Background: an optimization exercise with open tools, aiming at small area. Do not read the settings as production practice.
At most, simulation tests tie the RTL to the original design; equivalence was not proved.
No activity file was given, so power comes from the tool's default toggle rates.

Setup of build 31:
## main
module main(
	input clk,
	input rst,
	input btnu,
	input btnd,
	input btnl,
	input btnr,
	output [7:0] rgb,
	output hsync1,
	output vsync1,
	output reg [9:0] h_counter,
	output reg [9:0] v_counter,
	output reg [3:0] an,
	output [6:0] seg,
	output reg [1:0] direction
    );
For scale: ~1400 cells after synthesis, roughly 49 I/O pins, roughly 15000 um^2 of cells after synthesis.
Settings: LEC_CHECK=0, CAP_MARGIN=20, CORE_MARGIN=2, CORE_UTILIZATION=40, CTS_BUF_LIST=sky130_fd_sc_hd__clkbuf_4, CTS_CLUSTER_DIAMETER=40, CTS_CLUSTER_SIZE=10, PLACE_DENSITY=0.6, SLEW_MARGIN=20; clock period 12.0 ns.
run.sh (not shown) runs the stock make flow with config.mk's settings and CLKGATE_MAP_FILE= SYNTH_SCRIPT=/design/flow/synth_recipe.tcl, a recipe that flattens the netlist after the stock synthesis.
Build 31 reached the end of the flow, and the finished layout is clean on the timing, design-rule and antenna checks.
Setup changes, build 31 to build 72
Settings: removing CTS_CLUSTER_DIAMETER (formerly 40); removing CTS_BUF_LIST (formerly sky130_fd_sc_hd__clkbuf_4); removing CTS_CLUSTER_SIZE (formerly 10).
==> flow/flow/run.sh (new file) <==
#!/bin/bash
# Layout flow: the standard ORFS flow (standard.sh, synthesis unchanged) with two
# changes: the clock tree is built without dummy load cells, and the port buffers that
# buffer_ports inserts are the smallest buffer cell. make's full output goes to flow.log
# here; ORFS keeps each step's own log under orfs/logs/.
set -euo pipefail
export CTS_ARGS="-sink_clustering_enable -repair_clock_nets -sink_clustering_size 16 -sink_clustering_max_diameter 60 -buf_list sky130_fd_sc_hd__clkbuf_8 -dont_use_dummy_load"
export BUFFER_PORTS_ARGS="-buffer_cell sky130_fd_sc_hd__buf_1"
bash standard.sh > flow.log 2>&1
==> flow/standard.sh (new file) <==
#!/bin/bash
# synth_recipe.tcl (not shown) runs the flow's synth.tcl, then flattens the netlist and writes it again
# the make line also repeats each setting of config.mk as NAME=value (left out here)
make -C /OpenROAD-flow-scripts/flow DESIGN_CONFIG=/design/flow/config.mk WORK_HOME=/design/flow/orfs CLKGATE_MAP_FILE= SYNTH_SCRIPT=/design/flow/synth_recipe.tcl "${@:-finish}"
removed: flow/run.sh
[summary]
From build 31 to build 72, critical path depth did not move at all.
Against build 31, worst setup slack in build 72 came out better.
Sort build 72 and build 31 by fmax asc -> top: build 31
Compared build 72 vs build 31, and number of CTS-inserted buffers is down in build 72.
Compared with build 31, build 72 ends up with a smaller final cell area.
Going from build 31 to build 72, final core utilization decreased by 1.5 points relative to the old numbers; final period demand of the worst path decreased 0.59 ns.
Input changes introduced in build 55 (baseline for comparison: build 72):
-- flow/flow/run.sh --
<<< build 72, line 6
set -euo pipefail
export CTS_ARGS="-sink_clustering_enable -repair_clock_nets -sink_clustering_size 16 -sink_clustering_max_diameter 60 -buf_list sky130_fd_sc_hd__clkbuf_8 -dont_use_dummy_load"
export BUFFER_PORTS_ARGS="-buffer_cell sky130_fd_sc_hd__buf_1"
>>> build 55, line 6
set -euo pipefail
export CTS_ARGS="-sink_clustering_enable -repair_clock_nets -sink_clustering_size 12 -sink_clustering_max_diameter 50 -buf_list sky130_fd_sc_hd__clkbuf_4 -dont_use_dummy_load"
export BUFFER_PORTS_ARGS="-buffer_cell sky130_fd_sc_hd__buf_1"
Results
Build 55 did not stop at any stage, and its layout met the timing, design-rule and antenna checks. Build 72 tops out at a higher clock frequency than build 55. From build 72 to build 55 the numbers moved as follows: share of the core filled with cells in the final layout dropped 0.47 points; sequential share of layout area now sits higher; cell count of the worst hold path comparable. Re post-synthesis xor/xnor area fraction: no difference whatsoever between build 55 and build 72.


main:
main, a different RTL version from the one above (not shown whole).
Size in the first run: ~1200 cells after synthesis, roughly 49 I/O pins.
==> flow/config.mk <==
export PLATFORM = sky130hd
export DESIGN_NAME = main
export DESIGN_NICKNAME = main
export VERILOG_FILES = /design/flow/design.v
export SDC_FILE = /design/flow/constraint.sdc
export NUM_CORES = 4
export LEC_CHECK = 0
export CAP_MARGIN = 20
export CORE_MARGIN = 2
export CORE_UTILIZATION = 40
export PLACE_DENSITY = 0.6
export SLEW_MARGIN = 20
==> flow/constraint.sdc <==
create_clock -name core_clock -period 12.0 [get_ports {clk}]
set_input_delay 2.4000 -clock core_clock [delete_from_list [all_inputs] [get_ports {clk}]]
set_output_delay 2.4000 -clock core_clock [all_outputs]
set_load 0.01 [all_outputs]
standard.sh (not shown) runs the stock make flow with config.mk's settings and CLKGATE_MAP_FILE= SYNTH_SCRIPT=/design/flow/synth_recipe.tcl, a recipe that flattens the netlist after the stock synthesis.
==> flow/flow/run.sh <==
#!/bin/bash
# Layout flow: the standard ORFS flow (standard.sh) with these changes:
#  - synthesis maps the logic with the area-oriented ABC script flow/abc_area_map.script
#    instead of ORFS's abc_speed.script (which also buffers and upsizes), and without
#    ORFS's half/full adder cell extraction; registers are mapped as in the standard
#    synthesis (dfflibmap runs before ABC), so they keep their names and cells;
#  - the clock tree is built from clkbuf_16 cells in clusters of at most 28 sinks,
#    without dummy load cells;
#  - the port buffers that buffer_ports inserts are buf_1 cells.
# The ORFS scripts are used from a copy that differs only in the ABC script. make's
# full output goes to flow.log here; ORFS keeps each step's own log under orfs/logs/.
set -euo pipefail
here=$(pwd)
rm -rf "$here/orfs_scripts"
cp -r "$FLOW_HOME/scripts" "$here/orfs_scripts"
cp "$here/flow/abc_area_map.script" "$here/orfs_scripts/abc_speed.script"
export SCRIPTS_DIR="$here/orfs_scripts"
export ADDER_MAP_FILE=
export CTS_ARGS="-sink_clustering_enable -repair_clock_nets -sink_clustering_size 28 -sink_clustering_max_diameter 70 -buf_list sky130_fd_sc_hd__clkbuf_16 -dont_use_dummy_load"
export BUFFER_PORTS_ARGS="-buffer_cell sky130_fd_sc_hd__buf_1"
bash standard.sh > flow.log 2>&1
==> flow/flow/abc_area_map.script <==
strash
ifraig
scorr
dc2
dretime
strash
dch -f
dc2
strash
&get -n
&dch -f
&nf -R 1000
&put
main: done, clean on timing, DRC and antenna
Input changes introduced in the feature branch (baseline for comparison: main):
--- a/flow/flow/run.sh
+++ b/flow/flow/run.sh
@@ -6,3 +6,3 @@
 #    synthesis (dfflibmap runs before ABC), so they keep their names and cells;
-#  - the clock tree is built from clkbuf_16 cells in clusters of at most 28 sinks,
+#  - the clock tree is built from clkbuf_4 cells in clusters of at most 10 sinks,
 #    without dummy load cells;
@@ -18,3 +18,3 @@
 export ADDER_MAP_FILE=
-export CTS_ARGS="-sink_clustering_enable -repair_clock_nets -sink_clustering_size 28 -sink_clustering_max_diameter 70 -buf_list sky130_fd_sc_hd__clkbuf_16 -dont_use_dummy_load"
+export CTS_ARGS="-sink_clustering_enable -repair_clock_nets -sink_clustering_size 10 -sink_clustering_max_diameter 40 -buf_list sky130_fd_sc_hd__clkbuf_4 -dont_use_dummy_load"
 export BUFFER_PORTS_ARGS="-buffer_cell sky130_fd_sc_hd__buf_1"
==> comparison <==
Compared to main, the router laid down more metal wire for the feature branch. The feature branch consumes less power than main does. Count of final hold-check violations: main vs the feature branch — no meaningful difference. Compared with main, in the feature branch routing usage on met3 increased by 0.96 points relative to the old numbers, maximum single-stage delay on the critical path increased by 0.02 ns relative to the old numbers, met1 routing resource usage after global routing closely matched the old numbers.
No run of this note included a check of the RTL's function; only the layout flow was run.

[static timing again, ports no longer ideal]
The results above use ideal ports. As a check the final layouts listed here were re-extracted and re-timed, cells and wires unchanged.
Step 1, drivers: a clkbuf_16 drives clk and a buf_2 each remaining input, both assumed.
Step 2 moves the port delays by t, midway between the first and last clock arrival at a register: inputs arrive t later, outputs are due t later. That takes back most of the time a late clock gives input paths.
a / b / c = ideal / step 1 / step 2; a / b = the first two.
run | shift t [ns] | setup slack, ns | worst hold slack (ns)
build 31 | 0.807 | 6.628 / 6.583 / 7.390 | 0.293 / 0.293 / 0.293
build 72 | 0.588 | 7.214 / 7.164 / 7.560 | 0.280 / 0.280 / 0.280
build 55 | 0.710 | 7.064 / 7.018 / 7.583 | 0.265 / 0.265 / 0.265
main | 0.572 | 7.037 / 7.037 / 7.037 | 0.283 / 0.283 / 0.283
the feature branch | 0.710 | 7.021 / 7.021 / 7.021 | 0.246 / 0.246 / 0.246
After both steps setup and hold are still met in every run listed.
